Context: an optimization exercise on an open-source flow, tuned for a short achievable clock period and few clock cycles. The choices shown serve that exercise and are no tape-out recipe.
The RTL was checked by simulation tests, not by an equivalence proof against the original design.
Power and IR drop assume default switching activity.

## run A
Design minirv_pipe, start of the top module:
module minirv_pipe(
input         clk,
input         rst_n,
output [31:0] imem_addr,
input  [31:0] imem_rdata,
output [31:0] dmem_addr,
output        dmem_we,
output [31:0] dmem_wdata,
input  [31:0] dmem_rdata,
output        debug_wb_have_inst,
output [31:0] debug_wb_pc,
output        debug_wb_ena,
output [4:0]  debug_wb_reg,
output [31:0] debug_wb_value
);
Size: roughly 9200 cells after synthesis, ~2000 flip-flops, roughly 230 I/O pins.
export LEC_CHECK = 0
export CAP_MARGIN = 20
export CORE_MARGIN = 2
export CORE_UTILIZATION = 60
export PLACE_DENSITY = 0.72
export SLEW_MARGIN = 20
export SYNTH_HIERARCHICAL = 1
export SYNTH_MINIMUM_KEEP_SIZE = 0
create_clock -name core_clock -period 11.0 [get_ports {clk}]
standard.sh (not shown) runs the stock make flow with config.mk's settings and CLKGATE_MAP_FILE= SYNTH_SCRIPT=/design/flow/synth_recipe.tcl, a recipe that flattens the netlist after the stock synthesis.
==> flow/flow/run.sh <==
#!/bin/bash
# Standard synthesis and layout; only the setup margin that repair_timing aims for is raised.
set -euo pipefail
bash standard.sh synth > synth.log 2>&1
bash standard.sh SETUP_SLACK_MARGIN=8 finish > layout.log 2>&1
Run A reached the final stage; the timing, DRC and antenna checks on its layout passed.
Testbench counts of run A, summed over its fixed seeds: cycles 188,256.
Edits applied to the flow inputs when going from run A to run Z:
- CORE_UTILIZATION changed from 60 to 40
- PLACE_DENSITY removed (was 0.72)
Notes after the runs:
Compared with run A, run Z shows a higher largest net degree at the start of global routing.
[compare] base=run A new=run Z: first-pass GRT wire length increased by 30000 um relative to the old numbers; total power increased by about 3.4% relative to the old numbers; design area increased by 2.2% relative to the old numbers; least setup slack across all paths after layout increased by 0.067 ns relative to the old numbers; simple logic cell fraction of the synthesized area closely matched the old numbers.
Per the comparison of run Z with run A, area of the die higher; average wire length per cell after detail routing went down; required arrival time at the worst endpoint picked up an extra 0.05 ns; layout overhead on the synthesized area increased by 2.8 points relative to the old numbers; number of post-CTS setup repair buffers now sits higher.

Setup of the baseline:
Another version of the RTL of minirv_pipe (not shown whole).
Size: about 9000 cells after synthesis, roughly 2000 flip-flops, ~230 I/O pins.
==> flow/config.mk <==
export PLATFORM = sky130hd
export DESIGN_NAME = minirv_pipe
export DESIGN_NICKNAME = minirv_pipe
export VERILOG_FILES = /design/flow/design.v
export SDC_FILE = /design/flow/constraint.sdc
export NUM_CORES = 4
export LEC_CHECK = 0
export CAP_MARGIN = 20
export CORE_MARGIN = 2
export CORE_UTILIZATION = 40
export SLEW_MARGIN = 20
==> flow/constraint.sdc <==
create_clock -name core_clock -period 11.0 [get_ports {clk}]
set_input_delay 2.2000 -clock core_clock [delete_from_list [all_inputs] [get_ports {clk}]]
set_output_delay 2.2000 -clock core_clock [all_outputs]
set_load 0.01 [all_outputs]
Scripts as last shown in full above: flow/flow/run.sh
Testbench counts of the baseline, summed over its fixed seeds: cycles 188,256.
### the baseline -> the candidate
Settings: an added PLACE_DENSITY of 0.72; a change of CORE_UTILIZATION from 40 to 60.
[summary]
Compared to the baseline, the candidate has worst setup slack 31 ps higher.
| largest vdd supply drop | the candidate vs the baseline | 40% higher |
Diff the baseline and the candidate: internal cell power higher in the baseline
Side by side, time the final worst path needs with I/O delays and setup turned out lower in the candidate than in the baseline.
Compared to the baseline, the candidate has area inside the core boundary about 33% lower.
Overall routed net length in the candidate vs the baseline: up 11000 um
What the candidate reported for number of DRC markers in iteration 0 has to be multiplied by 0.77 to get the figure for the baseline.
For vias after detailed routing, dividing the value from the candidate by the value from the baseline gives 1.05.
The clock skew number comes out higher for the baseline vs the candidate.
Changes observed in the candidate relative to the baseline: number of flip-flops and latches essentially unchanged; cell count along the critical path decreased 1.

minirv_pipe, a different RTL version from the one above (not shown whole).
Size: roughly 7500 cells after synthesis, about 1600 flip-flops, about 230 I/O pins.
// minirv_pipe
module minirv_pipe(
input         clk,
input         rst_n,
output [31:0] imem_addr,
input  [31:0] imem_rdata,
output [31:0] dmem_addr,
output        dmem_we,
output [31:0] dmem_wdata,
input  [31:0] dmem_rdata,
output        debug_wb_have_inst,
output [31:0] debug_wb_pc,
output        debug_wb_ena,
output [4:0]  debug_wb_reg,
output [31:0] debug_wb_value
);
Settings: LEC_CHECK=0, CAP_MARGIN=20, CORE_MARGIN=2, CORE_UTILIZATION=40, SLEW_MARGIN=20; clock period 11.0 ns.
==> flow/flow/run.sh <==
#!/bin/bash
# Standard synthesis and layout; only the setup margin that repair_timing aims for is raised.
set -euo pipefail
bash standard.sh synth > synth.log 2>&1
bash standard.sh SETUP_SLACK_MARGIN=8.5 finish > layout.log 2>&1
Testbench counts at the start, summed over its fixed seeds: cycles 207,790.
==> next run, changes <==
==> flow/flow/run.sh (replaced) <==
#!/bin/bash
# Standard synthesis and layout; only the setup margin that repair_timing aims for is raised.
set -euo pipefail
bash standard.sh synth > synth.log 2>&1
bash standard.sh SETUP_SLACK_MARGIN=7 finish > layout.log 2>&1
Outcome:
- The changed run finished clean
- global-route usage decreases by 3.7 points
- area after synthesis does not change
- maximum frequency came out lower by 1.9%
- register-to-register slack got worse by 0.05 ns
- setup slack loses 0.088 ns
- clock power came out lower by 4.4%
- combinational power shrinks by 32%

the previous run:
Another version of the RTL of minirv_pipe (not shown whole).
Size: ~1500 flip-flops, roughly 230 I/O pins, about 88000 um^2 of cells after synthesis.
==> flow/config.mk <==
export PLATFORM = sky130hd
export DESIGN_NAME = minirv_pipe
export DESIGN_NICKNAME = minirv_pipe
export VERILOG_FILES = /design/flow/design.v
export SDC_FILE = /design/flow/constraint.sdc
export NUM_CORES = 4
export LEC_CHECK = 0
export CAP_MARGIN = 20
export CORE_MARGIN = 2
export CORE_UTILIZATION = 40
export SLEW_MARGIN = 20
==> flow/constraint.sdc <==
create_clock -name core_clock -period 11.0 [get_ports {clk}]
set_input_delay 2.2000 -clock core_clock [delete_from_list [all_inputs] [get_ports {clk}]]
set_output_delay 2.2000 -clock core_clock [all_outputs]
set_load 0.01 [all_outputs]
==> flow/flow/run.sh <==
#!/bin/bash
# Standard synthesis and layout; only the setup margin that repair_timing aims for is raised.
set -euo pipefail
bash standard.sh synth > synth.log 2>&1
bash standard.sh SETUP_SLACK_MARGIN=7 finish > layout.log 2>&1
Testbench counts of the previous run, summed over its fixed seeds: cycles 216,643.
--- input diff the previous run..the current run ---
==> flow/run.sh (new file) <==
#!/bin/bash
# synth_recipe.tcl (not shown) runs the flow's synth.tcl, then flattens the netlist and writes it again
# the make line also repeats each setting of config.mk as NAME=value (left out here)
make -C /OpenROAD-flow-scripts/flow DESIGN_CONFIG=/design/flow/config.mk WORK_HOME=/design/flow/orfs CLKGATE_MAP_FILE= SYNTH_SCRIPT=/design/flow/synth_recipe.tcl finish
removed: flow/flow/run.sh
removed: flow/standard.sh
Notes after the runs:
The lower final RePlAce weighted congestion of the current run and the previous run is in the current run. A kind of critical path of register to output pin is what the previous run shows, while register to register belongs to the current run. dmem_wdata[0] as the capture point of the worst path was reported by the previous run, and mem_result[28] by the current run. From the previous run to the current run the numbers moved as follows: internal portion of total power down 0.46 mW, power down 5.0%. Changes observed in the current run relative to the previous run: number of buffer cells added on primary ports about even, average vias per placed instance fell 1.3%, worst setup slack fell 1.37 ns. For number of cells after detailed placement, the current run and the previous run come out practically identical. Comparing the current run and the previous run, the higher number of diodes added for antenna fixing is on the previous run.

re-timing with driven ports:
In the flow no input, the clock included, has a driving cell. The finished layouts below were timed again as built, in two steps.
Step 1, drivers: a clkbuf_16 drives clk and a buf_2 each remaining input, both assumed.
Step 2 moves the port delays by t, midway between the first and last clock arrival at a register: inputs arrive t later, outputs are due t later. That takes back most of the time a late clock gives input paths.
Three values: ideal ports, drivers, drivers and shift; two values: the first two.
run	t, ns	slack for setup (ns)	worst setup path after step 2	latest minus earliest clock arrival (ns)
run A	0.989	6.715 / 6.715 / 5.905	input to register	0.046 / 0.046
run Z	0.996	6.781 / 6.781 / 5.907	input to register	0.133 / 0.133
the baseline	1.002	6.643 / 6.708 / 5.705	input to register	0.129 / 0.129
the candidate	1.026	6.674 / 6.674 / 5.698	input to register	0.072 / 0.072
the first run of note 3	0.950	6.402 / 6.308 / 6.751	register to register	0.075 / 0.075
the second run of note 3	0.935	6.315 / 6.220 / 6.389	input to register	0.090 / 0.090
the previous run	0.938	6.395 / 6.306 / 6.317	input to register	0.088 / 0.089
the current run	0.946	5.025 / 5.025 / 5.025	register to register	0.070 / 0.070
After both steps every run listed still meets setup and hold. For the candidate, which loses most, drivers alone change the setup slack by 0.000 ns; drivers and shift together by -0.976 ns.
